What follows belongs to an exercise in optimizing a design on an open flow for small area and a short achievable clock period; a production flow would make more cautious choices.
The RTL was checked by simulation tests, not by an equivalence proof against the original design.
Power and IR drop assume default switching activity.

--- flow/run.sh ---
#!/bin/bash
# synth_recipe.tcl (not shown) runs the flow's synth.tcl, then flattens the netlist and writes it again
# the make line also repeats each setting of config.mk as NAME=value (left out here)
make -C /OpenROAD-flow-scripts/flow DESIGN_CONFIG=/design/flow/config.mk WORK_HOME=/design/flow/orfs CLKGATE_MAP_FILE= SYNTH_SCRIPT=/design/flow/synth_recipe.tcl finish
--- flow/config.mk ---
export PLATFORM = sky130hd
export DESIGN_NAME = MyMain
export DESIGN_NICKNAME = MyMain
export VERILOG_FILES = /design/flow/design.v
export SDC_FILE = /design/flow/constraint.sdc
export NUM_CORES = 4
export LEC_CHECK = 0
export CAP_MARGIN = 0
export CORE_MARGIN = 2
export CORE_UTILIZATION = 65
export CTS_BUF_LIST = sky130_fd_sc_hd__clkbuf_8
export CTS_CLUSTER_DIAMETER = 100
export CTS_CLUSTER_SIZE = 40
export PLACE_DENSITY = 0.8
export SLEW_MARGIN = 0
--- flow/constraint.sdc ---
create_clock -name core_clock -period 125.0 [get_ports {clk}]
set_input_delay 25.0000 -clock core_clock [delete_from_list [all_inputs] [get_ports {clk}]]
set_output_delay 25.0000 -clock core_clock [all_outputs]
set_load 0.01 [all_outputs]
--- flow/design.v ---
module SegmentDriver( Display, Number);
output[6:0] Display;
input[3:0] Number;
reg[6:0] Display;
always @*
case( Number )
	0: Display = 7'b1000000;
	1: Display = 7'b1111001;
	2: Display = 7'b0100100;
	3: Display = 7'b0110000;
	4: Display = 7'b0011001;
	5: Display = 7'b0010010;
	6: Display = 7'b0000011;
	7: Display = 7'b1111000;
	8: Display = 7'b0000000;
	9: Display = 7'b0011000;
	default: Display = 7'b0000110;
endcase
endmodule
module Keyboard(KeyData, kyClk, kyData, clk, rst);
input kyClk, kyData, clk, rst;
output reg [7:0] KeyData;
reg [4:0] q;
reg       newKbClk;
reg [7:0] tempdata;
reg [3:0] cycles;      
reg [2:0] element;     
reg       gotStart;
reg       keyup;
reg       fall_r;      
reg       kyd_r;       
wire [4:0] q0 = (q >= 5'd22) ? 5'd1 : (q == 5'd21) ? 5'd21 : q + 5'd1;
wire [4:0] q1 = (q < 5'd22) ? ((q >= 5'd17) ? 5'd24 : 5'd28) : (q == 5'd28) ? 5'd28 : q + 5'd1;
wire nk0 = newKbClk && !(q == 5'd20 || q == 5'd21);     
wire nk1 = newKbClk || (q == 5'd26);                     
wire pf = newKbClk && (q == 5'd20 || q == 5'd21);
wire fall = pf && !kyClk;
wire mid = (cycles != 4'd0) && (cycles < 4'd9);      
wire last = (cycles >= 4'd10);                       
wire [7:0] kd_s = (tempdata == 8'hf0 || keyup) ? 8'hf0 : tempdata;
wire ku_s = (tempdata == 8'hf0);
wire kd_en = fall && last && (gotStart || !kyData);
wire gs = gotStart || !kyd_r;
always @(posedge clk) begin
	kyd_r <= kyData;
	if (rst) begin
		q <= 5'd21;
		newKbClk <= 1'b0;
		tempdata <= 8'd0;
		cycles <= 4'd0;
		element <= 3'd0;
		gotStart <= 1'b0;
		KeyData <= 8'd0;
		keyup <= 1'b0;
		fall_r <= 1'b0;
	end else begin
		q <= kyClk ? q1 : q0;
		newKbClk <= kyClk ? nk1 : nk0;
		fall_r <= fall;
		if (kd_en)
			KeyData <= kd_s;
		if (fall_r) begin
			if (gs && mid) begin
				tempdata[element] <= kyd_r;
				element <= element + 3'd1;
			end
			if (last) begin
				cycles <= 4'd0;
				element <= 3'd0;
				gotStart <= 1'b0;
				if (gs)
					keyup <= ku_s;
			end else begin
				cycles <= cycles + 4'd1;
				gotStart <= gs;
			end
		end
	end
end
endmodule
module VGADriver(R, G, B, Vsync, Hsync, sysclk, curnum0, curnum1, curnum2, curnum3, Seg0, KeyData, rst);
input sysclk, rst;
input [7:0] KeyData;
output reg [3:0] curnum0;
output [3:0] curnum1, curnum2, curnum3;
output reg [6:0] Seg0;       
output reg [3:0] R, G;
output [3:0] B;
reg [1:0] Bq;                
assign B = {Bq[1], Bq[1], Bq[0], Bq[0]};
output reg Vsync, Hsync;
reg        iclk;
reg [9:0]  HC;
reg [9:0]  VC;
reg [1:0]  dx, dy;           
reg [9:0]  XT;
reg [8:0]  YT;
reg [5:0]  A_inc;            
reg [1:0]  dxb, dyb;         
reg [9:0]  XB;
reg [8:0]  YB;
reg        c1;               
reg [8:0]  LG;
reg [14:0] dcnt;             
assign curnum1 = {3'b000, c1};
assign curnum2 = 4'd0;
assign curnum3 = 4'd0;
wire win = c1 & curnum0[1];
function [14:0] add;
	input [14:0] x;
	input [14:0] y;
	input ci;
	integer i;
	reg c;
	begin
		c = ci;
		for (i = 0; i < 15; i = i + 1) begin
			add[i] = x[i] ^ y[i] ^ c;
			c = (x[i] & y[i]) | (c & (x[i] ^ y[i]));
		end
	end
endfunction
function [14:0] step;
	input [1:0] d;
	step = d[1] ? (d[0] ? 15'h7fff : 15'd1) : 15'd0;
endfunction
function sel;
	input [1:0] d;
	input pm, p0, pp;
	sel = d[1] ? (d[0] ? pm : pp) : p0;
endfunction
function [6:0] seg7;
	input [3:0] v;
	case (v)
	0: seg7 = 7'b1000000;
	1: seg7 = 7'b1111001;
	2: seg7 = 7'b0100100;
	3: seg7 = 7'b0110000;
	4: seg7 = 7'b0011001;
	5: seg7 = 7'b0010010;
	6: seg7 = 7'b0000011;
	7: seg7 = 7'b1111000;
	8: seg7 = 7'b0000000;
	9: seg7 = 7'b0011000;
	default: seg7 = 7'b0000110;
	endcase
endfunction
wire draw = (VC < 10'd512) && (HC < 10'd676);
wire flipx = sel(dxb, (XB >= 614) || (XB == 5), (XB >= 613) || (XB == 4), (XB >= 612) || (XB == 3));
wire flipy = sel(dyb, (YB >= 482) || (YB == 33), (YB >= 481) || (YB == 32), (YB >= 480) || (YB == 31));
wire [1:0] dxb1 = {dxb[1], dxb[0] ^ flipx};
wire [1:0] dyb1 = {dyb[1], dyb[0] ^ flipy};
wire outx = sel(dxb1, (XB < 5) || (XB > 640), (XB < 4) || (XB > 639), (XB < 3) || (XB > 638));
wire outy = sel(dyb1, (YB < 33) || (YB > 508), (YB < 32) || (YB > 507), (YB < 31) || (YB > 506));
wire P = outx || outy;       
wire [10:0] XmL = add({5'd0, XB}, ~{6'd0, LG}, 1'b1);   
wire [9:0]  XpL = add({5'd0, XB}, {6'd0, LG}, 1'b0);    
wire xml_hi = (XmL[10:6] == 5'b11111);           
wire xpl_hi = (XpL[9:6] == 4'b1010);             
wire Gl = !P && (YB == 9'd33 || YB == 9'd34) &&
	(!XmL[10] || XmL >= 11'd2026) && (XpL < 10'd641);
reg [1:0] kdx, kdy;
always @* begin
	kdx = dx;
	kdy = dy;
	if (KeyData == 8'h1c) kdx = 2'b11;
	if (KeyData == 8'h23) kdx = 2'b10;
	if (KeyData == 8'h1d) kdy = 2'b11;
	if (KeyData == 8'h1b) kdy = 2'b10;
	if (KeyData == 8'hf0) begin kdx = 2'b00; kdy = 2'b00; end
	if (kdx[1] && (kdx[0] ? XT == 10'd37 : XT == 10'd644)) kdx = 2'b00;
	if (kdy[1] && (kdy[0] ? YT == 9'd1 : YT == 9'd448)) kdy = 2'b00;
end
wire [1:0] dx3 = Gl ? 2'b00 : kdx;
wire [1:0] dy3 = Gl ? 2'b00 : kdy;
wire [9:0]  xc = P ? 10'd308 : XB;
wire [8:0]  yc = P ? 9'd432 : YB;
wire [9:0]  Dpx = add({5'd0, xc}, ~{5'd0, XT}, 1'b1);   
wire [9:0]  Dpy = add({6'd0, yc}, ~{6'd0, YT}, 1'b1);   
wire dpx_hi = (Dpx[9:6] == 4'b1111);
wire dpy_hi = (Dpy[9:6] == 4'b0000);
wire px_m = dpx_hi && (Dpx[5:0] >= 3);
wire px_0 = dpx_hi && (Dpx[5:0] >= 2) && (Dpx[5:0] <= 62);
wire px_p = dpx_hi && (Dpx[5:0] >= 1) && (Dpx[5:0] <= 61);
wire py_m = dpy_hi && (Dpy[5:0] >= 3);
wire py_0 = dpy_hi && (Dpy[5:0] >= 2) && (Dpy[5:0] <= 62);
wire py_p = dpy_hi && (Dpy[5:0] >= 1) && (Dpy[5:0] <= 61);
function postwin;
	input [5:0] v;
	input [1:0] d;
	postwin = sel(d, (v >= 32 && v <= 42) || (v >= 2 && v <= 12),
	                 (v >= 31 && v <= 41) || (v >= 1 && v <= 11),
	                 (v >= 30 && v <= 40) || (v <= 10));
endfunction
wire lx_m = xml_hi && postwin(XmL[5:0], 2'b11);
wire lx_0 = xml_hi && postwin(XmL[5:0], 2'b00);
wire lx_p = xml_hi && postwin(XmL[5:0], 2'b10);
wire rx_m = xpl_hi && postwin(XpL[5:0], 2'b11);
wire rx_0 = xpl_hi && postwin(XpL[5:0], 2'b00);
wire rx_p = xpl_hi && postwin(XpL[5:0], 2'b10);
wire gy_m = !P && (YB <= 63);
wire gy_0 = !P && (YB <= 62);
wire gy_p = !P && (YB <= 61);
wire cx_lo = (XB >= 194), cx_hi = (XB <= 424);
wire cx_0 = cx_lo && cx_hi;
wire cx_m = cx_lo && (XB != 194) && (cx_hi || XB == 425);
wire cx_p = (cx_lo || XB == 193) && cx_hi && (XB != 424);
wire cy_0 = !P && ((YB >= 182 && YB <= 202) || (YB >= 212 && YB <= 232));
wire cy_m = !P && ((YB >= 183 && YB <= 203) || (YB >= 213 && YB <= 233));
wire cy_p = !P && ((YB >= 181 && YB <= 201) || (YB >= 211 && YB <= 231));
reg [1:0] cdxb, cdyb;
reg c;
always @* begin
	cdxb = P ? 2'b11 : dxb1;
	cdyb = dyb1;
	c = sel(cdyb, py_m, py_0, py_p) && sel(cdxb, px_m, px_0, px_p);
	if (c) cdyb = cdyb[1] ? {1'b1, ~cdyb[0]} : kdy;
	c = sel(cdxb, px_m, px_0, px_p) && sel(cdyb, py_m, py_0, py_p);
	if (c) cdxb = cdxb[1] ? {1'b1, ~cdxb[0]} : kdx;
	c = sel(cdyb, gy_m, gy_0, gy_p) && sel(cdxb, lx_m, lx_0, lx_p);
	cdyb[0] = cdyb[0] ^ c;
	c = sel(cdxb, lx_m, lx_0, lx_p) && sel(cdyb, gy_m, gy_0, gy_p);
	cdxb[0] = cdxb[0] ^ c;
	c = sel(cdyb, gy_m, gy_0, gy_p) && sel(cdxb, rx_m, rx_0, rx_p);
	cdyb[0] = cdyb[0] ^ c;
	c = sel(cdxb, rx_m, rx_0, rx_p) && sel(cdyb, gy_m, gy_0, gy_p);
	cdxb[0] = cdxb[0] ^ c;
	c = sel(cdyb, cy_m, cy_0, cy_p) && sel(cdxb, cx_m, cx_0, cx_p);
	cdyb[0] = cdyb[0] ^ c;
	cdxb[0] = cdxb[0] ^ c;
	c = sel(cdxb, cx_m, cx_0, cx_p) && sel(cdyb, cy_m, cy_0, cy_p);
	cdxb[0] = cdxb[0] ^ c;
	cdyb[0] = cdyb[0] ^ c;
	if (Gl) begin
		cdxb = 2'b11;
		cdyb = 2'b00;
	end
end
wire pmove = (A_inc == 6'd63);
wire bmove = (A_inc[1:0] == 2'd3);
wire [1:0] sx = bmove ? cdxb : 2'b00;        
wire [1:0] sy = bmove ? cdyb : 2'b00;
wire [1:0] tx = pmove ? dx3 : 2'b00;         
wire [1:0] ty = pmove ? dy3 : 2'b00;
wire [9:0] X3 = (P || Gl) ? 10'd308 : XB;
wire [8:0] Y3 = P ? 9'd432 : Gl ? 9'd332 : YB;
wire [9:0] XT3 = Gl ? 10'd340 : XT;
wire [8:0] YT3 = Gl ? 9'd445 : YT;
wire [8:0] LG3 = Gl ? add({6'd0, LG}, 15'd25, 1'b0) : LG;
wire [9:0] X4 = add({5'd0, X3}, step(sx), 1'b0);
wire [8:0] Y4 = add({6'd0, Y3}, step(sy), 1'b0);
wire [9:0] XT4 = add({5'd0, XT3}, step(tx), 1'b0);
wire [8:0] YT4 = add({6'd0, YT3}, step(ty), 1'b0);
function win30;
	input [1:0] s;
	input [4:0] v;       
	win30 = sel(s, (v <= 28), (v >= 1) && (v <= 29), (v >= 2) && (v <= 30));
endfunction
wire [9:0]  Hb = add({5'd0, HC}, ~{5'd0, X3}, 1'b1);    
wire [9:0]  Vb = add({5'd0, VC}, ~{6'd0, Y3}, 1'b1);    
wire [9:0]  Hp = add({5'd0, HC}, ~{5'd0, XT3}, 1'b1);   
wire [9:0]  Vp = add({5'd0, VC}, ~{6'd0, YT3}, 1'b1);   
wire ball_x = (Hb[9:5] == 5'b00001) && win30(sx, Hb[4:0]) && !(X3 == 10'd4 && sx == 2'b11);
wire ball_y = (Vb[9:5] == 5'b00000) && win30(sy, Vb[4:0]) && !(Y3 == 9'd32 && sy == 2'b11);
wire pad_x = (Hp[9:5] == 5'b00000) && win30(tx, Hp[4:0]);
wire pad_y = (Vp[9:5] == 5'b00001) && win30(ty, Vp[4:0]);
wire center_on = (VC > 212) && (VC < 232) && (HC > 256) && (HC < 456);
wire [9:0] Hl = add({5'd0, HC}, ~{6'd0, LG3}, 1'b1);    
wire [9:0] Hr = add({5'd0, HC}, {6'd0, LG3}, 1'b0);     
wire post_h = (Hl[9:6] == 4'b0000 && Hl[5:0] <= 8) || (Hr[9:6] == 4'b1011 && Hr[5:0] <= 8);
wire post_on = (VC > 32) && (VC < 62) && post_h;
wire border_on = (HC < 41) || (HC > 671) || (VC < 37) || (VC > 507);
always @(posedge sysclk) begin
	if (rst)
		iclk <= 1'b0;
	else
		iclk <= ~iclk;
end
wire win_end = (dcnt == 15'd3020);
always @(posedge sysclk) begin
	if (rst) begin
		HC <= 10'd36;
		VC <= 10'd32;
		dx <= 0;
		dy <= 0;
		XT <= 10'd340;
		YT <= 9'd445;
		A_inc <= 0;
		dxb <= 2'b10;
		dyb <= 0;
		XB <= 10'd308;
		YB <= 9'd332;
		curnum0 <= 0;
		c1 <= 0;
		Seg0 <= 7'b1000000;
		LG <= 9'd37;
		dcnt <= 0;
	end else if (!iclk) begin
		if (draw) begin
			if (!win) begin
				dx <= dx3;
				dy <= dy3;
				dxb <= cdxb;
				dyb <= cdyb;
				XT <= XT4;
				YT <= YT4;
				XB <= X4;
				YB <= Y4;
				LG <= LG3;
				A_inc <= add({9'd0, A_inc}, 15'd0, 1'b1);
				if (Gl) begin
					if (curnum0 == 4'd9) begin
						curnum0 <= 4'd0;
						Seg0 <= seg7(4'd0);
						c1 <= 1'b1;
					end else begin
						curnum0 <= add({11'd0, curnum0}, 15'd0, 1'b1);
						Seg0 <= seg7(add({11'd0, curnum0}, 15'd0, 1'b1));
					end
				end
			end else if (win_end) begin
				dcnt <= 0;
				LG <= 9'd37;
				XT <= 10'd340;
				YT <= 9'd445;
				XB <= 10'd308;
				YB <= 9'd332;
				dx <= 0;
				dy <= 0;
				dyb <= 0;
				dxb <= 2'b10;
				curnum0 <= 0;
				c1 <= 0;
				Seg0 <= 7'b1000000;
			end else
				dcnt <= {dcnt[13:0], ~(dcnt[14] ^ dcnt[13])};
		end
		if (HC >= 10'd836) begin
			HC <= 10'd37;
			VC <= (VC >= 10'd556) ? 10'd32 : add({5'd0, VC}, 15'd0, 1'b1);
		end else
			HC <= add({5'd0, HC}, 15'd0, 1'b1);
	end
end
always @(posedge sysclk) begin
	if (rst) begin
		Hsync <= 0; Vsync <= 0;
		R <= 0; G <= 0; Bq <= 0;
	end else if (!iclk) begin
		Hsync <= !(HC > 691 && HC < 788);
		Vsync <= !((HC >= 10'd836) ? (VC == 10'd522) : (VC == 10'd523));
		if (!draw) begin
			R <= 4'b0000; G <= 4'b0000; Bq <= 2'b00;
		end else if (win) begin
			if (!win_end) begin
				R <= 4'b1111; G <= 4'b1111; Bq <= 2'b11;
			end
		end else if (ball_x && ball_y) begin
			R <= 4'b1111; G <= 4'b0110; Bq <= 2'b00;
		end else if (pad_x && pad_y) begin
			R <= 4'b1001; G <= 4'b1111; Bq <= 2'b11;
		end else if (center_on) begin
			R <= 4'b1111; G <= 4'b0000; Bq <= 2'b00;
		end else if (post_on) begin
			R <= 4'b1111; G <= 4'b1111; Bq <= 2'b00;
		end else if (border_on) begin
			R <= 4'b1001; G <= 4'b1100; Bq <= 2'b11;
		end else begin
			R <= 4'b1100; G <= 4'b1100; Bq <= 2'b10;
		end
	end
end
endmodule
module MyMain( R, G, B,Vsync, Hsync,Display0, Display1, Display2, Display3, kyClk, kyData, clk,kd, c0, c1, c2, c3, rst);
output[3:0] R, G, B;
output Vsync, Hsync;
input kyClk, kyData, clk;
input rst;  
output[7:0] kd;
wire[7:0] KeyData;
output[ 6:0 ] Display0, Display1, Display2,Display3;
wire[3:0] curnum0, curnum1, curnum2, curnum3;
output[3:0] c0, c1, c2, c3;
assign kd = KeyData;
assign c0 = curnum0;
assign c1 = curnum1;
assign c2 = curnum2;
assign c3 = curnum3;
SegmentDriver SegmD1(Display1, curnum1);
SegmentDriver SegmD2(Display2, curnum2);
SegmentDriver SegmD3(Display3, curnum3);
Keyboard KBD(KeyData, kyClk, kyData, clk, rst);
VGADriver VGAD( R, G, B, Vsync, Hsync, clk, curnum0, curnum1, curnum2, curnum3, Display0, KeyData, rst);
endmodule
==> impl_metrics.ini, run 1 <==
[run_status]
outcome = complete, no violations

[synth]
ys_seq_elements = 155
synth_edf_count = 0
synth_top_cell_by_area = dfxtp_1
syn_inst = 1749
yosysWarnings = 3
syn-mean-instance-area_um2 = 7.93
yosysSeqAreaShare_pct = 22.4
synth.top_cell.area_share_pct = 22.4
synthFlopType = dfxtp_1
synth_top_cells_by_area = dfxtp_1, fa_1, ha_1
async_reset_ff_share_pct = 0
synth_area_mm2 = 0.0139
yosysUniqueCellTypes = 93

[worst_setup_path]
r2r_start = VGAD.YB[6]
crit_slowest_cell = clkdlybuf4s50_1
cp-startpoint = KBD.KeyData[1]
path_class = reg -> out
worstPathRequired_ns = 100.00
crit_path_cell_trace = clkdlybuf4s50_1
worstPathMaxFanout = 9
crit_buf_inv = 1
critPathTopFamily = buffers and inverters
cp-start-kind = flop
slowest_delay_ns = 0.60
end_kind = output port
worstPathArrival_ns = 1.59

[route]
routed_wl_um = 36000
drt_iter0_markers = 1110
viasPerCell = 6.27
drt-pass1-iter-count = 8
wl_per_cell_um = 17.9
drc = 0
ant_nets = 0
vias = 12600

[final_layout]
fill_cells = 1764
multi_input_comb_area_mm2 = 0.00974
fin_area_mm2 = 0.0146
syn_to_final_growth_pct = 5.06
seq_area_mm2 = 0.00310
drive_gt1_share_pct = 5.48
final_cells = 2010
nets = 1899
antenna_cells = 0

[sta]
tightest_slew_ns = 1.13
hold_viol = 0
setup_ws_ns = 98.41
rsz0062_at_grt = false
finClkSkew_ns = 0.0131
period_share_pct = 21.3
finalCriticalPeriod_ns = 26.59
fmax_ghz = 0.0376
setup_viol = 0
setup_tns_ns = 0
slew_violations = 0
max_slew_margin_pct = 24.2

[power_and_ir_drop]
total_power_mw = 0.136
peakVddDrop_uv = 7.95
p_leak_nw = 5.76
pwr_density_cell_mw_per_mm2 = 9.30

[grt]
grt-ovfl-total = 0
gr-usage-all-layers_pct = 33.2
grt_pass1_wl_um = 59900
grt_max_degree = 66
first_global_vias = 12000
antenna_found_initial = 0

[worst_hold_path]
hp-start = KBD.newKbClk
hold_path.class = reg -> reg

[placed_design]
io_buffers = 41
pre_cts_ws_ns = 98.01
placed_cells = 1980
postPlaceCellArea_mm2 = 0.0142
dp_hpwl_um = 26500
globalplace.congestion = 0.917

[clock_network]
root_buffer = clkbuf_8
cts_buffers = 17
max-clock-path-buffers = 2
clk_pin_slew_ns = 0.09
cts_tree = built
post_cts_buffers = 0
hold_buffers = 0
htree_num_levels = 4
clkLatencyLatePin_ns = 0.48
clock-sinks = 155
cts-resized-gates = 0

[die]
initial_core_util_pct = 66.0
die_y_um = 150
row_count = 53
ios = 70
dieArea_mm2 = 0.0225
die_w_um = 150
core-area_mm2 = 0.0210

[run]
cap_violations = 0
## cell type report
type                    instances  area share [%]
multi-input cells            1360            66.8
flip-flops and latches        155            21.3
inverters                     135            3.53
repair buffers                 55            3.52
well taps                     275            2.36
clock buffers                  18            1.70
clock inverters                12           0.798
## flip-flops by register name, indices dropped and copies added (netlist names), 5 cells and up
name          cells
KBD.tempdata      8
KBD.q             5
VGAD.HC          10
VGAD.A_inc        6
VGAD.VC          10
VGAD.XB          10
VGAD.LG           9
VGAD.YT           9
VGAD.Seg0         7
VGAD.XT          10
VGAD.YB           9
VGAD.dcnt        15
KBD.KeyData       8
## final timing paths
check	end	slack [ns]	cells past startpoint
worst min register to register	KBD.fall_r	0.47	2
worst min-delay path	KBD.fall_r	0.47	2
worst max register to register	VGAD.XB[9]	110.60	51
worst max-delay path	kd[1]	98.41	1
## power breakdown
group | switching (mW) | internal [mW]
logic | 0.0258 | 0.0170
clock network | 0.0205 | 0.0163
registers | 0.00466 | 0.0513
total | 0.0509 | 0.0846
## cells in the final DEF, fill, tap and decap left out, drive strengths merged, types with 25 or more instances in the layout
master,count
fa,106
nor2,192
nand3,45
o21ai,67
nor4,26
nor3,48
conb,28
clkdlybuf4s50,40
a21oi,140
xnor2,25
ha,65
inv,139
dfxtp,155
nand2,201
## cells in the mapped netlist (18+ instances only)
master,count
ha_1,65
nand4_1,20
nor4_1,22
nand2_1,201
a22oi_1,23
clkbuf_1,74
fa_1,106
nand2b_1,20
nand3b_1,21
inv_1,134
dfxtp_1,155
mux2i_1,21
nand3_1,45
o211ai_1,21
and2_1,21
nor2_1,191
nor3_1,47
o21ai_0,65
a21oi_1,140
xnor2_1,25
and3_1,18
buf_4,35
## metrics by stage
step / hold slack [ns] / utilization, %
6_report: 0.470 / 69.4
5_1_grt: 0.484 / 69.4
4_1_cts: 0.471 / 69.4
3_5_place_dp: 0.456 / 67.6
3_3_place_gp: 0.447 / 67.6
2_1_floorplan: 0.434 / -
## routing by layer
layer  up-vias  GRT usage [%]  part of all wire [%]
met2       484           54.3                    47
met5         -              0                     0
met4         0           14.6                   4.2
met3       115           5.18                   6.5
met1      6033           43.9                    42
li1       5971              -                     -
## cell families (layout without fill, tap and decap cells)
logic type / Yosys count / count (layout) / share of synthesized area [%]
AND/OR/NAND/NOR: 706 / 706 / 25.7
AO/OA/AOI/OAI: 386 / 386 / 17.8
buffers and inverters: 260 / 220 / 8.26
adder cells (fa/ha/maj): 171 / 171 / 21.2
flip-flops: 155 / 155 / 22.4
XOR/XNOR: 41 / 41 / 2.59
multiplexers: 28 / 28 / 2.08
other: 2 / 28 / 0.0541
==> run 2: changes to the inputs <==
==> flow/flow/run.sh (new file) <==
#!/bin/bash
# The standard layout (the standard.sh: unchanged synthesis, floorplan,
# power grid, placement, clock tree and routing), with the ports buffered by
# a plain buffer instead of the delay cell the port buffering picks by
# default.
set -o pipefail
export BUFFER_PORTS_ARGS="-buffer_cell sky130_fd_sc_hd__buf_2"
bash standard.sh 2>&1 | tee standard.log
==> flow/standard.sh (new file) <==
#!/bin/bash
# synth_recipe.tcl (not shown) runs the flow's synth.tcl, then flattens the netlist and writes it again
# the make line also repeats each setting of config.mk as NAME=value (left out here)
make -C /OpenROAD-flow-scripts/flow DESIGN_CONFIG=/design/flow/config.mk WORK_HOME=/design/flow/orfs CLKGATE_MAP_FILE= SYNTH_SCRIPT=/design/flow/synth_recipe.tcl "${@:-finish}"
--- a/flow/config.mk
+++ b/flow/config.mk
@@ -6,5 +6,5 @@
 export NUM_CORES = 4
 export LEC_CHECK = 0
-export CAP_MARGIN = 0
+export CAP_MARGIN = 20
 export CORE_MARGIN = 2
 export CORE_UTILIZATION = 65
@@ -13,3 +13,3 @@
 export CTS_CLUSTER_SIZE = 40
 export PLACE_DENSITY = 0.8
-export SLEW_MARGIN = 0
+export SLEW_MARGIN = 20
removed: flow/run.sh
==> impl_metrics.ini, run 2 <==
[power_and_ir_drop]
p_sw_share_pct = 37.5
total_power_mw = 0.138
peakVddDrop_uv = 8.51
p_int_mw = 0.0860
seqPwrFrac_pct = 40.7
p_leak_nw = 5.83
pwr_density_cell_mw_per_mm2 = 9.55
combPwrFrac_pct = 30.8
p_switching_mw = 0.0516
pwr-share-clk_pct = 28.5

[placed_design]
dp_hpwl_um = 26700
pre_cts_ws_ns = 98.05
globalplace.congestion = 0.908
io_buffers = 41
postPlaceCellArea_mm2 = 0.0140
placed_cells = 1979

[worst_hold_path]
hold_path.class = reg -> reg
hold_end = VGAD.R[3]
hp-start = VGAD.R[3]
hold_depth = 2

[synth]
synth.top_cell.area_share_pct = 22.4
ys_seq_elements = 155
syn_inst = 1749
synthFlopType = dfxtp_1
synth_top_cell_by_area = dfxtp_1
synth_top_cells_by_area = dfxtp_1, fa_1, ha_1
yosysUniqueCellTypes = 93
synth_common_cells = nand2_1, nor2_1, dfxtp_1
async_reset_ff_share_pct = 0
synth_edf_count = 0
yosysWarnings = 3
syn-mean-instance-area_um2 = 7.93
yosysSeqAreaShare_pct = 22.4
synth.most_common_cell = nand2_1
synth_area_mm2 = 0.0139

[die]
dieArea_mm2 = 0.0225
initial_core_util_pct = 66.0
die_y_um = 150
core-area_mm2 = 0.0210
row_count = 53
ios = 70
die_w_um = 150

[route]
drt-pass1-iter-count = 7
drc = 0
ant_nets = 0
viasPerCell = 6.25
drt_iter0_markers = 1004
vias = 12600
met2_length_um = 16900
wl_per_cell_um = 17.9
routed_wl_um = 36100
met1_length_um = 15300
highest_layer = met4
wl_met3_um = 2320

[run_status]
outcome = complete, no violations

[final_layout]
syn_to_final_growth_pct = 3.80
post-route-util_pct = 68.5
final_cells = 2011
nets = 1898
regMostFlops = VGAD.dcnt
largest_register_ffs = 15
fin_area_mm2 = 0.0144
most-common-layout-cells = nand2_1, nor2_1, dfxtp_1
drive_gt1_share_pct = 7.72
final_common_cell = nand2_1

[sta]
whs_ns = 0.464
finClkSkew_ns = 0.00974
max_slew_margin_pct = 28.8
slew_violations = 0
hold_viol = 0
tightest_slew_ns = 1.06
period_share_pct = 21.2
setup_ws_ns = 98.53
setup_viol = 0
fmax_ghz = 0.0378
setup_tns_ns = 0
rsz0062_at_grt = false
finalCriticalPeriod_ns = 26.47

[worst_setup_path]
cp-start-kind = input port
worstPathRequired_ns = 125.35
reg2regPathDepth = 51
worstPathArrival_ns = 26.82
slowest_delay_ns = 0.74
worstPathMaxFanout = 77
r2r_start = VGAD.YB[6]
crit_slowest_cell = buf_4
path_class = in -> reg
r2r_setup_slack_ns = 110.93
reg2reg_to = VGAD.XB[9]
end_kind = flop
crit_path_cell_trace = buf_4, buf_4, inv_1, a31oi_1, o31ai_1
critPathMostFrequentCell = buf_4

[grt]
antenna_found_initial = 0
gr-usage-all-layers_pct = 32.3
grt-ovfl-total = 0
first_global_vias = 11600
grt_pass1_wl_um = 58000
grt_max_degree = 78

[clock_network]
root_buffer = clkbuf_8
clk_pin_slew_ns = 0.09
clock-sinks = 155
cts-resized-gates = 0
cts_tree = built
cts_buffers = 17
htree_num_levels = 4
max-clock-path-buffers = 2
hold_buffers = 0
post_cts_buffers = 0
clkLatencyLatePin_ns = 0.47

[run]
cap_violations = 0
==> run 2: cell counts after synthesis <==
No cell type changed its count.
==> run 2: layer usage <==
metal  track usage [%]  vias to the layer above
met5                 0                        -
met4              14.9                        0
met3              4.03                      110
met2              53.2                      558
met1              42.6                     5930
li1                  -                     5971
==> run 2: worst max path at each step <==
stage                      from  slack [ns]  cells after the start              to
after detailed placement    rst       98.05                      5      VGAD.Bq[0]
after global routing        rst       98.39                      5      VGAD.Bq[0]
after floorplan           kyClk       98.51                      7  KBD.KeyData[5]
after CTS                   rst       98.54                      5      VGAD.Bq[0]
final                       rst       98.53                      5      VGAD.Bq[0]
after global placement      rst       98.08                      5      VGAD.Bq[0]
==> run 2: critical path, delay by kind of cell <==
family                 cells  cell delay (ns)
buffers and inverters      3             1.44
AO/OA/AOI/OAI              2             0.34
==> run 2: layout make-up <==
cell class / instances / area, um^2
fill: 1804 / 6620
timing repair buffer: 54 / 305
clock inverter: 14 / 161
clock buffer: 17 / 234
tap: 275 / 344
inverter: 135 / 514
multi-input combinational: 1360 / 9740
sequential: 155 / 3100
antenna: 1 / 2.50
==> run 2: cell families (layout without fill, tap and decap cells) <==
kind of cell	count (synthesis)	count (layout)	share of synthesized area, %
AOI/OAI and AO/OA	386	386	17.8
adders and majority gates	171	171	21.2
and+or+nand+nor	706	706	25.7
DFF	155	155	22.4
xor gates and xnor gates	41	41	2.59
buffers and inverters	260	220	8.26
other	2	29	0.0541
muxes	28	28	2.08
==> run 2: power by group through the flow <==
stage	Sequential [mW]	Clock [mW]	Combinational, mW
after floorplan	0.0541	0	0.0352
after global placement	0.0569	0	0.0401
after detailed placement	0.0570	0	0.0416
after CTS	0.0558	0.0396	0.0418
after global routing	0.0564	0.0413	0.0473
final	0.0560	0.0392	0.0424
==> run 3: changes to the inputs <==
==> flow/flow/run.sh (replaced) <==
#!/bin/bash
# The standard layout (the standard.sh, unchanged synthesis, floorplan,
# power grid, placement, clock tree and routing), with two settings of its
# own: the ports are buffered with a plain buffer, and timing repair is asked
# for a setup margin, so that it works on the paths from the inputs and to
# the outputs too, which the 125 ns clock leaves with a large slack.
set -o pipefail
export BUFFER_PORTS_ARGS="-buffer_cell sky130_fd_sc_hd__buf_2"
export SETUP_SLACK_MARGIN=99.5
bash standard.sh 2>&1 | tee standard.log
==> impl_metrics.ini, run 3 <==
[clock_network]
clkLatencyLatePin_ns = 0.47
hold_buffers = 0
cts_buffers = 17
cts_tree = built
clk_pin_slew_ns = 0.08
htree_num_levels = 4
clock-sinks = 155
root_buffer = clkbuf_8
max-clock-path-buffers = 2

[final_layout]
drive_gt1_share_pct = 12.5
final_common_cell = nand2_1
syn_to_final_growth_pct = 9.30
largest_register_ffs = 15
most-common-layout-cells = nand2_1, nor2_1, a21oi_1
regMostFlops = VGAD.dcnt
fill_cells = 1622
seq_area_mm2 = 0.00318
nets = 1933
multi_input_comb_area_mm2 = 0.00988

[sta]
period_share_pct = 20.8
max_slew_margin_pct = 30.4
setup_tns_ns = 0
hold_viol = 0
setup_viol = 0
rsz0062_at_grt = true
tightest_slew_ns = 1.04
slew_violations = 0
finalCriticalPeriod_ns = 25.96
finClkSkew_ns = 0.0137
whs_ns = 0.476
fmax_ghz = 0.0385

[worst_setup_path]
reg2reg_to = VGAD.XB[9]
cp.depth = 1
end_kind = output port
reg2regPathDepth = 50
path_class = reg -> out
crit_slowest_cell = dfxtp_4
cp-start-kind = flop
critPathTopFamily = flip-flops
r2r_setup_slack_ns = 110.24
worstPathRequired_ns = 100.00
worstPathArrival_ns = 0.96
crit_buf_inv = 1
slowest_delay_ns = 0.36
crit_path_cell_trace = buf_2
worstPathMaxFanout = 4
r2r_start = VGAD.YB[6]

[worst_hold_path]
hold_path.class = reg -> reg
hold_end = VGAD.dcnt[1]
hp-start = VGAD.dcnt[0]
hold_depth = 2

[power_and_ir_drop]
p_leak_nw = 6.14
peakVddDrop_uv = 8.12
pwr_density_cell_mw_per_mm2 = 8.82

[route]
viasPerCell = 6.36
wl_per_cell_um = 19.2
drt_iter0_markers = 1241
drc = 0
drt-pass1-iter-count = 6
vias = 13000
ant_nets = 0
routed_wl_um = 39200

[synth]
ys_seq_elements = 155
synth_area_mm2 = 0.0139
synth_common_cells = nand2_1, nor2_1, dfxtp_1
yosysSeqAreaShare_pct = 22.4
yosysWarnings = 3
synth_top_cell_by_area = dfxtp_1
syn_inst = 1749
async_reset_ff_share_pct = 0
synth.most_common_cell = nand2_1
synth_top_cells_by_area = dfxtp_1, fa_1, ha_1
syn-mean-instance-area_um2 = 7.93
synthFlopType = dfxtp_1
synth.top_cell.area_share_pct = 22.4
yosysUniqueCellTypes = 93
synth_edf_count = 0

[die]
initial_core_util_pct = 66.0
dieArea_mm2 = 0.0225
row_count = 53
die_y_um = 150
die_w_um = 150
ios = 70
core-area_mm2 = 0.0210

[grt]
grt_pass1_wl_um = 62200
grt_max_degree = 66
gr-usage-all-layers_pct = 35.0
grt-ovfl-total = 0
antenna_found_initial = 1
first_global_vias = 12500

[placed_design]
globalplace.congestion = 0.930
io_buffers = 41
dp_hpwl_um = 26600

[run]
cap_violations = 0

[run_status]
outcome = complete, no violations
[run 3: cell counts after synthesis]
No cell type changed its count.
[run 3: worst max path at each step]
stage | end | slack (ns) | start
finish | Display1[0] | 99.04 | Display1[4]
global route | Display1[0] | 99.00 | Display1[4]
CTS | Display1[5] | 99.03 | Display1[4]
detailed placement | VGAD.Bq[0] | 98.16 | rst
global placement | VGAD.Bq[0] | 98.19 | rst
floorplan | KBD.KeyData[6] | 98.97 | kyClk
[run 3: where the power goes]
part | leakage (nW) | switching [mW] | internal (mW)
Sequential | 1.28 | 0.00468 | 0.0511
Clock | 0.175 | 0.0192 | 0.0147
Combinational | 4.69 | 0.0263 | 0.0177
[run 3: cell families after synthesis]
kind of cell               share of synthesized area (%)
AOI/OAI and AO/OA                                   17.8
muxes                                               2.08
xor gates and xnor gates                            2.59
buffers and inverters                               8.26
and+or+nand+nor                                     25.7
adders and majority gates                           21.2
other                                             0.0541
DFF                                                 22.4
[run 3: worst min-delay path, cell delays in order (launching register included)]
cell and delay [ns]:
dfxtp_1 0.33, nand2_1 0.06, a21oi_1 0.05
[run 3: per-stage QoR]
step | std cells | power (mW) | area [um^2] | setup WS, ns | utilization [%]
final | 2043 | 0.134 | 15200 | 99.04 | 72.2
after global placement | 1978 | 0.0972 | 14100 | 98.19 | 66.9
after CTS | 2035 | 0.133 | 15000 | 99.03 | 71.6
after detailed placement | 1978 | 0.0989 | 14100 | 98.16 | 66.9
after global routing | 2042 | 0.142 | 15200 | 99.00 | 72.1
after floorplan | 1775 | 0.0903 | 14200 | 98.97 | -
[run 3: cell type report]
| type | count | area share (%) |
|---|---|---|
| Timing Repair Buffer | 88 | 6.06 |
| Tap cell | 275 | 2.27 |
| Clock buffer | 20 | 1.81 |
| Sequential cell | 155 | 20.9 |
| Antenna cell | 1 | 0.0165 |
| Inverter | 135 | 3.39 |
| Multi-Input combinational cell | 1361 | 65.2 |
| Clock inverter | 8 | 0.338 |
[run 3: timing repair]
item,in CTS,in global routing
cloned,3,1
pin swaps,7,6
buffers inserted,26,6
setup endpoints to repair,153,47
resized for setup,98,11
[run 3: metal layers]
| layer | up-vias | global-route usage, % | wire [um] |
|---|---|---|---|
| met1 | 6180 | 43.9 | 15600 |
| met4 | 0 | 16.7 | 1660 |
| met3 | 130 | 6.18 | 3140 |
| li1 | 6048 | - | - |
| met5 | - | 0 | 0 |
| met2 | 641 | 58.8 | 18800 |
==> run 4: changes to the inputs <==
--- a/flow/flow/run.sh
+++ b/flow/flow/run.sh
@@ -7,4 +7,4 @@
 set -o pipefail
 export BUFFER_PORTS_ARGS="-buffer_cell sky130_fd_sc_hd__buf_2"
-export SETUP_SLACK_MARGIN=99.5
+export SETUP_SLACK_MARGIN=98.9
 bash standard.sh 2>&1 | tee standard.log
==> impl_metrics.ini, run 4 <==
[route]
wl_met3_um = 2330
met2_length_um = 16400
viasPerCell = 6.27
vias = 12600
ant_nets = 0
met1_length_um = 15400
drt-pass1-iter-count = 6
wl_per_cell_um = 17.6
routed_wl_um = 35300
highest_layer = met5
drc = 0
drt_iter0_markers = 1134

[sta]
rsz0062_at_grt = false
setup_tns_ns = 0
slew_violations = 0
period_share_pct = 20.8
setup_ws_ns = 98.95
hold_viol = 0
tightest_slew_ns = 1.06
finalCriticalPeriod_ns = 26.05
fmax_ghz = 0.0384
max_slew_margin_pct = 28.9
setup_viol = 0
finClkSkew_ns = 0.0111

[power_and_ir_drop]
p_int_mw = 0.0844
pwr_density_cell_mw_per_mm2 = 9.42
pwr-share-clk_pct = 27.8
p_sw_share_pct = 37.8
seqPwrFrac_pct = 41.2
peakVddDrop_uv = 7.30
p_leak_nw = 5.84
total_power_mw = 0.136
combPwrFrac_pct = 31.0
p_switching_mw = 0.0513

[clock_network]
cts_tree = built
cts_buffers = 17
htree_num_levels = 4
hold_buffers = 0
clkLatencyLatePin_ns = 0.48
root_buffer = clkbuf_8
clock-sinks = 155
clk_pin_slew_ns = 0.09
max-clock-path-buffers = 2
post_cts_buffers = 0

[synth]
synth_top_family_by_area = simple AND/OR/NAND/NOR gates
yosysUniqueCellTypes = 93
synth_common_cells = nand2_1, nor2_1, dfxtp_1
synth.top_cell.area_share_pct = 22.4
synthAdderAreaFrac_pct = 21.2
synth_area_mm2 = 0.0139
synth.most_common_cell = nand2_1
async_reset_ff_share_pct = 0
yosysWarnings = 3
synth_top_cells_by_area = dfxtp_1, fa_1, ha_1
synth_top_cell_by_area = dfxtp_1
yosysSeqAreaShare_pct = 22.4
synth_xor_area_share_pct = 2.59
syn-mean-instance-area_um2 = 7.93
synthFlopType = dfxtp_1
synth_mux_area_share_pct = 2.08
synth-compound-area-share_pct = 17.8
ys_seq_elements = 155
syn_inst = 1749
synth_simple_gate_area_share_pct = 25.7
synth_edf_count = 0

[worst_setup_path]
worstPathRequired_ns = 100.00
worstPathMaxFanout = 9
crit_path_cell_trace = buf_2
reg2regPathDepth = 50
r2r_start = VGAD.YB[6]
end_kind = output port
reg2reg_to = VGAD.XB[9]
cp-start-kind = flop
r2r_setup_slack_ns = 110.18
crit_buf_inv = 1
slowest_delay_ns = 0.42
critPathTopFamily = flip-flops
path_class = reg -> out
crit_slowest_cell = dfxtp_4
worstPathArrival_ns = 1.05

[run]
cap_violations = 0

[die]
die_y_um = 150
die_w_um = 150
ios = 70
dieArea_mm2 = 0.0225
initial_core_util_pct = 66.0
row_count = 53
core-area_mm2 = 0.0210

[worst_hold_path]
hold_path.class = reg -> reg
hold_depth = 2
hp-start = VGAD.A_inc[1]
hold_end = VGAD.A_inc[1]

[final_layout]
regMostFlops = VGAD.dcnt
antenna_cells = 0
syn_to_final_growth_pct = 3.87
nets = 1896
fin_area_mm2 = 0.0144
final_common_cell = nand2_1
largest_register_ffs = 15
final_cells = 2009
drive_gt1_share_pct = 8.48
most-common-layout-cells = nand2_1, nor2_1, dfxtp_1

[grt]
grt_max_degree = 66
antenna_found_initial = 1
grt_pass1_wl_um = 58300
gr-usage-all-layers_pct = 32.3
first_global_vias = 11700
grt-ovfl-total = 0

[placed_design]
io_buffers = 41
dp_hpwl_um = 25900
postPlaceCellArea_mm2 = 0.0140
globalplace.congestion = 0.965
pre_cts_ws_ns = 98.22
placed_cells = 1977

[run_status]
outcome = complete, no violations
run 4: cell counts after synthesis:
Identical to the previous run, type by type.
run 4: logic make-up (layout without fill, tap and decap cells):
logic type	after synthesis	after routing
and+or+nand+nor	706	706
AOI/OAI and AO/OA	386	386
buffers and inverters	260	219
adders and majority gates	171	171
DFF	155	155
xor gates and xnor gates	41	41
muxes	28	28
other	2	28
run 4: how the worst max path moves through the flow:
stage	endpoint	from	depth (start not counted)
2_1_floorplan	KBD.KeyData[6]	kyClk	7
3_3_place_gp	VGAD.Bq[0]	rst	5
3_5_place_dp	VGAD.Bq[0]	rst	5
4_1_cts	c0[3]	VGAD.curnum0[3]	1
5_1_grt	c0[1]	VGAD.curnum0[1]	1
6_report	kd[1]	KBD.KeyData[1]	1
run 4: per-layer routing:
layer  global-route usage, %  vias up
met4                    12.6        2
li1                        -     5972
met3                    4.79       89
met5                       0        -
met2                    51.6      458
met1                    44.6     6067
run 4: layout make-up:
type | count | area, um^2
Tap cell | 275 | 344
Inverter | 135 | 514
Timing Repair Buffer | 52 | 298
Multi-Input combinational cell | 1360 | 9760
Clock buffer | 18 | 248
Sequential cell | 155 | 3120
Clock inverter | 14 | 131
Fill cell | 1756 | 6610
run 4: per-stage QoR:
step	util, %	hold WS, ns
final	68.6	0.466
after global routing	68.6	0.497
after CTS	68.5	0.467
after detailed placement	66.6	0.454
after global placement	66.6	0.442
after floorplan	-	0.440
run 4: power groups by stage:
stage,combinational (mW),sequential [mW],clock [mW]
2_1_floorplan,0.0353,0.0541,0
3_3_place_gp,0.0397,0.0569,0
3_5_place_dp,0.0411,0.0570,0
4_1_cts,0.0415,0.0558,0.0380
5_1_grt,0.0474,0.0564,0.0401
6_report,0.0420,0.0559,0.0378
run 4: timing repair:
item,in CTS,in global routing
setup endpoints to repair,10,12
gates resized for setup,6,10
hold endpoints to repair,0,0
==> run 5: changes to the inputs <==
--- a/flow/flow/run.sh
+++ b/flow/flow/run.sh
@@ -7,4 +7,4 @@
 set -o pipefail
 export BUFFER_PORTS_ARGS="-buffer_cell sky130_fd_sc_hd__buf_2"
-export SETUP_SLACK_MARGIN=98.9
+export SETUP_SLACK_MARGIN=99.3
 bash standard.sh 2>&1 | tee standard.log
==> impl_metrics.ini, run 5 <==
[run_status]
outcome = complete, no violations

[final_layout]
final_common_cell = nand2_1
seq_area_mm2 = 0.00318
post-route-util_pct = 71.4
multi_input_comb_area_mm2 = 0.00978
nets = 1920
most-common-layout-cells = nand2_1, nor2_1, a21oi_1
final_cells = 2032
largest_register_ffs = 15
fin_area_mm2 = 0.0150
antenna_cells = 0
fill_cells = 1637
regMostFlops = VGAD.dcnt
syn_to_final_growth_pct = 8.11
drive_gt1_share_pct = 11.2

[worst_setup_path]
reg2reg_to = VGAD.XB[9]
reg2regPathDepth = 50
worstPathArrival_ns = 0.98
r2r_setup_slack_ns = 110.27
worstPathMaxFanout = 3
critPathTopFamily = flip-flops
cp-start-kind = flop
crit_path_cell_trace = buf_6
worstPathRequired_ns = 100.00
end_kind = output port
slowest_delay_ns = 0.39
path_class = reg -> out
r2r_start = VGAD.YB[7]
crit_slowest_cell = dfxtp_4
crit_buf_inv = 1

[route]
ant_nets = 0
drt-pass1-iter-count = 6
viasPerCell = 6.34
vias = 12900
drt_iter0_markers = 1142
wl_per_cell_um = 18.8
routed_wl_um = 38200
drc = 0

[sta]
fmax_ghz = 0.0385
hold_viol = 0
period_share_pct = 20.8
rsz0062_at_grt = true
slew_violations = 0
whs_ns = 0.470
setup_tns_ns = 0
finalCriticalPeriod_ns = 25.98
setup_viol = 0
tightest_slew_ns = 0.994
max_slew_margin_pct = 32.9
setup_ws_ns = 99.02
finClkSkew_ns = 0.0185

[power_and_ir_drop]
p_sw_share_pct = 37.3
seqPwrFrac_pct = 39.8
peakVddDrop_uv = 9.94
total_power_mw = 0.140
p_leak_nw = 6.06
combPwrFrac_pct = 31.2
pwr-share-clk_pct = 29.0
p_int_mw = 0.0881
p_switching_mw = 0.0523
pwr_density_cell_mw_per_mm2 = 9.36

[worst_hold_path]
hold_end = VGAD.dcnt[10]
hold_path.class = reg -> reg
hp-start = VGAD.dcnt[10]
hold_depth = 2

[placed_design]
postPlaceCellArea_mm2 = 0.0140
dp_hpwl_um = 26400
placed_cells = 1977
globalplace.congestion = 0.939
pre_cts_ws_ns = 98.00
io_buffers = 41

[grt]
first_global_vias = 12200
gr-usage-all-layers_pct = 34.2
grt_pass1_wl_um = 60900
antenna_found_initial = 0
grt_max_degree = 66
grt-ovfl-total = 0

[die]
row_count = 53
ios = 70
die_y_um = 150
die_w_um = 150
dieArea_mm2 = 0.0225
core-area_mm2 = 0.0210
initial_core_util_pct = 66.0

[synth]
ys_seq_elements = 155
async_reset_ff_share_pct = 0
yosysUniqueCellTypes = 93
yosysSeqAreaShare_pct = 22.4
syn-mean-instance-area_um2 = 7.93
yosysWarnings = 3
synth_edf_count = 0
synth_top_cells_by_area = dfxtp_1, fa_1, ha_1
synthFlopType = dfxtp_1
synth_top_cell_by_area = dfxtp_1
syn_inst = 1749
synth.most_common_cell = nand2_1
synth.top_cell.area_share_pct = 22.4
synth_area_mm2 = 0.0139
synth_common_cells = nand2_1, nor2_1, dfxtp_1

[clock_network]
clk_pin_slew_ns = 0.09
max-clock-path-buffers = 2
clock-sinks = 155
htree_num_levels = 4
root_buffer = clkbuf_8
cts_buffers = 17
clkLatencyLatePin_ns = 0.49
cts_tree = built

[run]
cap_violations = 0
run 5: changes by cell type in the layout (fill, tap and decap cells not counted), sizes merged:
cell / delta
buf: +22
clkbuf: +4
inv: -4
bufinv: +1
run 5: metal layers:
layer / GRT usage (%) / up-vias / part of all wire (%)
met1: 43.5 / 6126 / 40
met4: 17.4 / 0 / 4.7
met3: 6.42 / 127 / 7.8
met5: 0 / - / 0
li1: - / 6014 / -
met2: 55.7 / 621 / 47
run 5: cell families after synthesis:
group | Yosys count | share of synthesized area, %
AOI/OAI and AO/OA | 386 | 17.8
xor gates and xnor gates | 41 | 2.59
adders and majority gates | 171 | 21.2
buffers and inverters | 260 | 8.26
DFF | 155 | 22.4
muxes | 28 | 2.08
other | 2 | 0.0541
and+or+nand+nor | 706 | 25.7
run 5: power by group through the flow:
stage                     Sequential (mW)  Clock [mW]  Combinational, mW
after global routing               0.0564      0.0429             0.0492
after global placement             0.0568           0             0.0400
after detailed placement           0.0569           0             0.0419
after CTS                          0.0556      0.0405             0.0425
final                              0.0558      0.0407             0.0439
after floorplan                    0.0541           0             0.0357
run 5: worst max-delay path by stage:
stage,startpoint,end,cells after the start
after floorplan,kyClk,KBD.KeyData[6],7
after global placement,rst,VGAD.Bq[0],5
after detailed placement,rst,VGAD.Bq[0],5
after CTS,VGAD.Bq[0],B[1],1
after global routing,Display1[4],Display1[0],1
final,VGAD.Bq[0],B[1],1
run 5: repair_timing:
action,in CTS,in global routing
hold buffers,0,0
gates cloned,0,2
setup buffers,17,5
setup endpoints to repair,111,51
pin swaps,1,6
gates resized for setup,85,10
hold endpoints to repair,0,0
run 5: cell type report:
type	count	share of cell area, %
Tap cell	275	2.29
Timing Repair Buffer	76	5.18
Inverter	135	3.43
Clock inverter	11	0.901
Sequential cell	155	21.2
Multi-Input combinational cell	1360	65.2
Clock buffer	20	1.83
==> run 6: changes to the inputs <==
--- a/flow/flow/run.sh
+++ b/flow/flow/run.sh
@@ -7,4 +7,4 @@
 set -o pipefail
 export BUFFER_PORTS_ARGS="-buffer_cell sky130_fd_sc_hd__buf_2"
-export SETUP_SLACK_MARGIN=99.3
+export SETUP_SLACK_MARGIN=99.1
 bash standard.sh 2>&1 | tee standard.log
==> impl_metrics.ini, run 6 <==
[final_layout]
final_cells = 2031
largest_register_ffs = 15
most-common-layout-cells = nand2_1, nor2_1, a21oi_1
fill_cells = 1641
final_common_cell = nand2_1
drive_gt1_share_pct = 10.8
syn_to_final_growth_pct = 7.37
seq_area_mm2 = 0.00318
nets = 1919
multi_input_comb_area_mm2 = 0.00977
fin_area_mm2 = 0.0149
regMostFlops = VGAD.dcnt
antenna_cells = 0

[sta]
tightest_slew_ns = 0.990
setup_tns_ns = 0
slew_violations = 0
hold_viol = 0
finClkSkew_ns = 0.00831
rsz0062_at_grt = true
fmax_ghz = 0.0385
period_share_pct = 20.8
max_slew_margin_pct = 33.5
finalCriticalPeriod_ns = 25.98
setup_viol = 0

[worst_setup_path]
r2r_start = VGAD.YB[7]
cp-endpoint = Display1[5]
crit_slowest_cell = dfxtp_4
worstPathRequired_ns = 100.00
cp.depth = 1
slowest_delay_ns = 0.39
cp-start-kind = flop
end_kind = output port
critPathTopFamily = flip-flops
worstPathMaxFanout = 4
reg2regPathDepth = 50
crit_path_cell_trace = buf_6
worstPathArrival_ns = 0.98
cp-startpoint = Display1[4]
path_class = reg -> out
crit_buf_inv = 1
reg2reg_to = VGAD.XB[9]
r2r_setup_slack_ns = 110.22

[clock_network]
root_buffer = clkbuf_8
clkLatencyLatePin_ns = 0.48
clock-sinks = 155
max-clock-path-buffers = 2
cts_buffers = 17
cts_tree = built
htree_num_levels = 4
clk_pin_slew_ns = 0.09

[synth]
synth_top_cells_by_area = dfxtp_1, fa_1, ha_1
synth.top_cell.area_share_pct = 22.4
synth_area_mm2 = 0.0139
synthFlopType = dfxtp_1
syn-mean-instance-area_um2 = 7.93
synth_common_cells = nand2_1, nor2_1, dfxtp_1
yosysUniqueCellTypes = 93
synth_top_cell_by_area = dfxtp_1
yosysSeqAreaShare_pct = 22.4
syn_inst = 1749
yosysWarnings = 3
ys_seq_elements = 155
synth.most_common_cell = nand2_1
synth_edf_count = 0
async_reset_ff_share_pct = 0

[grt]
first_global_vias = 11900
gr-usage-all-layers_pct = 33.0
grt-ovfl-total = 0
grt_max_degree = 73
antenna_found_initial = 0
grt_pass1_wl_um = 59200

[placed_design]
io_buffers = 41
globalplace.congestion = 0.925
placed_cells = 1976
postPlaceCellArea_mm2 = 0.0140
dp_hpwl_um = 25900

[die]
die_w_um = 150
core-area_mm2 = 0.0210
die_y_um = 150
row_count = 53
ios = 70
dieArea_mm2 = 0.0225
initial_core_util_pct = 66.0

[route]
wl_per_cell_um = 18.1
drt-pass1-iter-count = 7
ant_nets = 0
routed_wl_um = 36800
vias = 12800
drc = 0
drt_iter0_markers = 1351
viasPerCell = 6.31

[power_and_ir_drop]
peakVddDrop_uv = 10.4
p_leak_nw = 6.02
pwr_density_cell_mw_per_mm2 = 9.05

[run]
cap_violations = 0

[run_status]
outcome = complete, no violations

[worst_hold_path]
hold_path.class = reg -> reg
[run 6: cell counts after synthesis]
Identical to the previous run, type by type.
[run 6: metal layers]
| layer | part of all wire (%) | vias to the layer above | GRT usage (%) |
|---|---|---|---|
| met2 | 46 | 587 | 53.2 |
| met5 | 0 | - | 0 |
| li1 | - | 6015 | - |
| met3 | 7.4 | 123 | 5.21 |
| met1 | 42 | 6100 | 44.4 |
| met4 | 4.4 | 0 | 13.6 |
[run 6: worst min-delay path by stage]
stage	from	endpoint	slack, ns	cells past startpoint
after floorplan	VGAD.dcnt[10]	VGAD.dcnt[11]	0.44	2
after global placement	VGAD.A_inc[1]	VGAD.A_inc[1]	0.45	2
after detailed placement	VGAD.R[3]	VGAD.R[3]	0.45	2
after CTS	VGAD.A_inc[1]	VGAD.A_inc[1]	0.47	2
after global routing	VGAD.A_inc[1]	VGAD.A_inc[1]	0.48	2
final	VGAD.A_inc[1]	VGAD.A_inc[1]	0.46	2
[run 6: cells by family after synthesis]
| group | share of synthesized area, % |
|---|---|
| simple gates | 25.7 |
| compound gates | 17.8 |
| flops | 22.4 |
| other cells | 0.0541 |
| buf+inv | 8.26 |
| mux | 2.08 |
| fa+ha+maj | 21.2 |
| xor+xnor | 2.59 |
[run 6: timing repair]
item	CTS	global route
hold buffers	0	0
cloned	0	0
pin swaps	0	1
endpoints found under the hold margin	0	0
buffers inserted	16	8
endpoints found under the setup margin	105	43
gates resized for setup	78	11
[run 6: through the flow]
stage	power (mW)	util, %	worst slack (ns)	hold WS, ns
after global routing	0.143	70.9	98.99	0.481
final	0.135	70.9	99.02	0.463
after floorplan	0.0898	-	98.97	0.440
after CTS	0.134	70.3	99.02	0.468
after detailed placement	0.0983	66.7	98.06	0.450
after global placement	0.0968	66.7	98.07	0.446
[run 6: worst register-to-register path: cells and delay by family, from the launching register on]
| family | cells | cell delay [ns] |
|---|---|---|
| simple gates | 15 | 5.60 |
| compound gates | 10 | 2.77 |
| mux | 2 | 0.47 |
| flops | 1 | 0.67 |
| fa+ha+maj | 17 | 4.82 |
| buf+inv | 6 | 0.38 |
[run 6: area by class of cell]
cell class	instances	area share, %
clock buffers	19	1.75
inverters	135	3.45
multi-input cells	1360	65.5
repair buffers	75	4.95
well taps	275	2.31
flip-flops and latches	155	21.3
clock inverters	12	0.680
[run 6: power breakdown]
| part | internal, mW | switching, mW | total, mW |
|---|---|---|---|
| Combinational | 0.0170 | 0.0258 | 0.0428 |
| Clock | 0.0165 | 0.0198 | 0.0363 |
| Sequential | 0.0511 | 0.00470 | 0.0558 |
==> run 7: changes to the inputs <==
--- a/flow/flow/run.sh
+++ b/flow/flow/run.sh
@@ -7,4 +7,4 @@
 set -o pipefail
 export BUFFER_PORTS_ARGS="-buffer_cell sky130_fd_sc_hd__buf_2"
-export SETUP_SLACK_MARGIN=99.1
+export SETUP_SLACK_MARGIN=98.7
 bash standard.sh 2>&1 | tee standard.log
==> impl_metrics.ini, run 7 <==
[sta]
finClkSkew_ns = 0.0139
rsz0062_at_grt = false
tightest_slew_ns = 0.957
finalCriticalPeriod_ns = 26.21
slew_violations = 0
setup_viol = 0
hold_viol = 0
period_share_pct = 21.0
max_slew_margin_pct = 35.4
fmax_ghz = 0.0382
setup_tns_ns = 0

[synth]
ys_seq_elements = 155
synth_mux_area_share_pct = 2.08
synthFlopType = dfxtp_1
synth_common_cells = nand2_1, nor2_1, dfxtp_1
async_reset_ff_share_pct = 0
yosysWarnings = 3
synth_top_cell_by_area = dfxtp_1
synth.most_common_cell = nand2_1
yosysSeqAreaShare_pct = 22.4
synthAdderAreaFrac_pct = 21.2
yosysUniqueCellTypes = 93
synth_top_family_by_area = simple AND/OR/NAND/NOR gates
synth_simple_gate_area_share_pct = 25.7
synth_edf_count = 0
syn-mean-instance-area_um2 = 7.93
synth_top_cells_by_area = dfxtp_1, fa_1, ha_1
synth_area_mm2 = 0.0139
synth-compound-area-share_pct = 17.8
synth_xor_area_share_pct = 2.59
synth.top_cell.area_share_pct = 22.4
syn_inst = 1749

[route]
vias = 12500
routed_wl_um = 35900
viasPerCell = 6.22
drt_iter0_markers = 978
drt-pass1-iter-count = 6
wl_per_cell_um = 17.9
drc = 0
ant_nets = 0

[clock_network]
hold_buffers = 0
max-clock-path-buffers = 2
cts-resized-gates = 1
post_cts_buffers = 0
root_buffer = clkbuf_8
clkLatencyLatePin_ns = 0.47
clock-sinks = 155
htree_num_levels = 4
cts_tree = built
cts_buffers = 17
clk_pin_slew_ns = 0.09

[die]
core-area_mm2 = 0.0210
initial_core_util_pct = 66.0
ios = 70
die_w_um = 150
die_y_um = 150
dieArea_mm2 = 0.0225
row_count = 53

[final_layout]
final_common_cell = nand2_1
syn_to_final_growth_pct = 4.08
fin_area_mm2 = 0.0144
largest_register_ffs = 15
antenna_cells = 0
regMostFlops = VGAD.dcnt
most-common-layout-cells = nand2_1, nor2_1, dfxtp_1
drive_gt1_share_pct = 7.73
fill_cells = 1774
nets = 1896
post-route-util_pct = 68.7
final_cells = 2009

[worst_setup_path]
path_class = reg -> out
worstPathArrival_ns = 1.21
slowest_delay_ns = 0.54
cp-startpoint = VGAD.curnum0[0]
reg2regPathDepth = 50
crit_slowest_cell = dfxtp_1
worstPathMaxFanout = 9
cp-start-kind = flop
end_kind = output port
r2r_start = VGAD.YB[6]
cp.depth = 1
critPathTopFamily = flip-flops
crit_buf_inv = 1
r2r_setup_slack_ns = 110.41
reg2reg_to = VGAD.XB[9]
worstPathRequired_ns = 100.00
crit_path_cell_trace = buf_2

[grt]
gr-usage-all-layers_pct = 32.8
grt_pass1_wl_um = 59000
antenna_found_initial = 0
grt_max_degree = 82
grt-ovfl-total = 0
first_global_vias = 11800

[placed_design]
globalplace.congestion = 0.927
io_buffers = 41
placed_cells = 1977
postPlaceCellArea_mm2 = 0.0140
dp_hpwl_um = 26500

[power_and_ir_drop]
pwr_density_cell_mw_per_mm2 = 9.70
p_leak_nw = 5.85
peakVddDrop_uv = 11.8

[worst_hold_path]
hold_path.class = reg -> reg
hold_depth = 2
hp-start = VGAD.R[3]
hold_end = VGAD.R[3]

[run]
cap_violations = 0

[run_status]
outcome = complete, no violations
## run 7: worst reg2reg max path, delay by kind of cell (launching register included)
| family | cells | cell delay [ns] |
|---|---|---|
| simple gates | 15 | 5.44 |
| fa+ha+maj | 17 | 4.86 |
| compound gates | 10 | 2.73 |
| flops | 1 | 0.65 |
| mux | 2 | 0.45 |
| buf+inv | 6 | 0.41 |
## run 7: cell families (layout without fill, tap and decap cells)
family,after synthesis,in the layout
buffers and inverters,260,219
AOI/OAI and AO/OA,386,386
adders and majority gates,171,171
DFF,155,155
other,2,28
muxes,28,28
xor gates and xnor gates,41,41
and+or+nand+nor,706,706
## run 7: cell type report
type	instances	area, um^2	share of cell area, %
Clock inverter	14	184	1.27
Multi-Input combinational cell	1360	9750	67.5
Tap cell	275	344	2.38
Timing Repair Buffer	52	298	2.06
Clock buffer	18	248	1.72
Sequential cell	155	3100	21.5
Inverter	135	514	3.56
## run 7: metal layers
layer / up-vias / wire [um] / share of wire, % / track usage (%)
met5: - / 0 / 0 / 0
met2: 502 / 16900 / 47 / 54.2
li1: 5982 / - / - / -
met4: 0 / 1220 / 3.4 / 13.4
met3: 75 / 2530 / 7.1 / 4.21
met1: 5939 / 15300 / 43 / 43.8
## run 7: worst max-delay path by stage
stage                     slack [ns]        endpoint
after floorplan                98.72  KBD.KeyData[6]
after global placement         98.04      VGAD.Bq[0]
after detailed placement       98.01      VGAD.Bq[0]
after CTS                      98.76      VGAD.Bq[0]
after global routing           98.71      VGAD.Bq[0]
final                          98.79           c0[0]
## run 7: report_power, final
part	internal (mW)	total, mW	leakage, nW	switching (mW)
sequential	0.0513	0.0560	1.26	0.00468
clock	0.0207	0.0417	0.215	0.0210
combinational	0.0167	0.0424	4.38	0.0258
## run 7: stage by stage
stage               setup WS (ns)  hold WS (ns)  power, mW
floorplan                   98.72         0.440     0.0893
global placement            98.04         0.446     0.0968
detailed placement          98.01         0.449     0.0987
CTS                         98.76         0.468      0.140
global route                98.71         0.499      0.148
finish                      98.79         0.462      0.140
==> run 8: changes to the inputs <==
--- a/flow/flow/run.sh
+++ b/flow/flow/run.sh
@@ -7,4 +7,4 @@
 set -o pipefail
 export BUFFER_PORTS_ARGS="-buffer_cell sky130_fd_sc_hd__buf_2"
-export SETUP_SLACK_MARGIN=98.7
+export SETUP_SLACK_MARGIN=98.9
 bash standard.sh 2>&1 | tee standard.log
--- a/flow/config.mk
+++ b/flow/config.mk
@@ -6,4 +6,5 @@
 export NUM_CORES = 4
 export LEC_CHECK = 0
+export ABC_AREA = 1
 export CAP_MARGIN = 20
 export CORE_MARGIN = 2
==> impl_metrics.ini, run 8 <==
[grt]
grt-ovfl-total = 0
grt_pass1_wl_um = 58900
grt_max_degree = 85
use_met3_pct = 4.66
gr-usage-all-layers_pct = 33.4
first_global_vias = 12200
gr-usage-met2_pct = 54.9
grt_use_met1_pct = 43.9
antenna_found_initial = 0
grt.busiest_layer = met2

[placed_design]
dp_hpwl_um = 27000
globalplace.congestion = 0.958
pre_cts_ws_ns = 97.76
placed_cells = 2129
io_buffers = 41

[clock_network]
max-clock-path-buffers = 2
cts_buffers = 17
clkLatencyLatePin_ns = 0.47
clk_pin_slew_ns = 0.09
cts_tree = built
htree_num_levels = 4
root_buffer = clkbuf_8
clock-sinks = 155

[route]
routed_wl_um = 35200
drt-pass1-iter-count = 5
ant_nets = 0
drc = 0
viasPerCell = 5.83
vias = 12600
drt_iter0_markers = 1211
wl_per_cell_um = 16.3

[final_layout]
final_cells = 2162
antenna_cells = 0
regMostFlops = VGAD.dcnt
syn_to_final_growth_pct = 4.59
most-common-layout-cells = nand2_1, inv_1, nor2_1
largest_register_ffs = 15
drive_gt1_share_pct = 8.46
nets = 2056
final_common_cell = nand2_1

[synth]
synth_edf_count = 0
syn_inst = 1871
async_reset_ff_share_pct = 0
ys_seq_elements = 155
synthFlopType = dfxtp_1
yosysSeqAreaShare_pct = 23.1
synth.most_common_cell = nand2_1
synth_top_cell_by_area = dfxtp_1
synth_common_cells = nand2_1, inv_1, nor2_1
synth_area_mm2 = 0.0135
synth_top_cells_by_area = dfxtp_1, fa_1, nand2_1
syn-mean-instance-area_um2 = 7.19
yosysUniqueCellTypes = 65
synth.top_cell.area_share_pct = 23.1
yosysWarnings = 3

[worst_setup_path]
slowest_delay_ns = 0.42
end_kind = output port
crit_path_cell_trace = buf_2
crit_slowest_cell = dfxtp_1
crit_buf_inv = 1
path_class = reg -> out
worstPathMaxFanout = 5
worstPathArrival_ns = 1.06
cp-start-kind = flop
critPathTopFamily = flip-flops
worstPathRequired_ns = 100.00

[power_and_ir_drop]
p_int_mw = 0.0942
pwr-share-clk_pct = 18.7
seqPwrFrac_pct = 33.0
p_switching_mw = 0.0808
combPwrFrac_pct = 48.3
p_leak_nw = 6.52
pwr_density_cell_mw_per_mm2 = 12.4
peakVddDrop_uv = 9.78
p_sw_share_pct = 46.2

[die]
initial_core_util_pct = 66.3
row_count = 52
die_w_um = 148
ios = 70
dieArea_mm2 = 0.0219
core-area_mm2 = 0.0203
die_y_um = 148

[sta]
setup_ws_ns = 98.94
period_share_pct = 20.8
finalCriticalPeriod_ns = 26.06
hold_viol = 0
tightest_slew_ns = 1.11
fmax_ghz = 0.0384
slew_violations = 0
setup_viol = 0
setup_tns_ns = 0
finClkSkew_ns = 0.0161
rsz0062_at_grt = false
max_slew_margin_pct = 25.4

[run_status]
outcome = complete, no violations

[worst_hold_path]
hold_path.class = reg -> reg

[run]
cap_violations = 0
[run 8: cell count changes after synthesis, sizes merged, moves of 22 or more]
cell and change:
clkbuf -35, inv +179, nand2 +136, nand3 +71
nand4 +25, nor2 -22, o21ai +43
[run 8: cells by family (layout without fill, tap and decap cells)]
logic type / count (synthesis) / after routing / share of synthesized area [%]
AOI/OAI and AO/OA: 344 / 344 / 15.1
xor gates and xnor gates: 22 / 22 / 1.49
adders and majority gates: 171 / 171 / 21.8
buffers and inverters: 411 / 406 / 12.6
DFF: 155 / 155 / 23.1
other: 2 / 28 / 0.0558
and+or+nand+nor: 766 / 766 / 25.9
[run 8: path summary, 6_finish.rpt]
check | to | slack, ns | startpoint | cells past startpoint
worst max register to register | VGAD.YB[8] | 111.41 | VGAD.XB[9] | 79
worst max-delay path | kd[4] | 98.94 | KBD.KeyData[4] | 1
worst min-delay path | VGAD.R[1] | 0.47 | VGAD.R[1] | 2
worst min register to register | VGAD.R[1] | 0.47 | VGAD.R[1] | 2
[run 8: per-layer routing]
metal	part of all wire (%)	vias up
li1	-	6092
met4	4.3	0
met5	0	-
met1	42	5912
met2	47	502
met3	6.7	105
[run 8: per-stage QoR]
step / cell area (um^2) / hold WS, ns / utilization (%) / total power, mW
finish: 14100 / 0.469 / 69.3 / 0.175
global route: 14100 / 0.488 / 69.3 / 0.191
floorplan: 13600 / 0.430 / - / 0.124
CTS: 14000 / 0.468 / 69.2 / 0.174
detailed placement: 13700 / 0.453 / 67.5 / 0.142
global placement: 13700 / 0.448 / 67.5 / 0.139
[run 8: power groups by stage]
| stage | registers (mW) | logic, mW | clock network, mW |
|---|---|---|---|
| CTS | 0.0576 | 0.0837 | 0.0330 |
| global route | 0.0583 | 0.0972 | 0.0351 |
| detailed placement | 0.0588 | 0.0833 | 0 |
| finish | 0.0577 | 0.0845 | 0.0328 |
| global placement | 0.0587 | 0.0806 | 0 |
| floorplan | 0.0559 | 0.0679 | 0 |
[run 8: cell type report]
type,instances,area (um^2)
Multi-Input combinational cell,1331,8790
Sequential cell,155,3110
Clock buffer,17,234
Clock inverter,13,82.6
Tap cell,270,338
Timing Repair inverter,1,5.00
Inverter,322,1210
Timing Repair Buffer,53,305
Fill cell,1808,6230
[run 8: repair_timing]
action	in CTS	in global routing
setup buffers	0	2
pin swaps	0	1
setup endpoints to repair	46	17
gates resized for setup	5	4
hold buffers	0	0
gates cloned	1	0

Check on run 8: ideal ports give 98.944 ns setup slack; a clkbuf_16 on the clock port and buf_2 on the inputs give 98.903 ns; moving port delays by the midpoint clock arrival (0.502 ns) as well gives 98.500 ns.
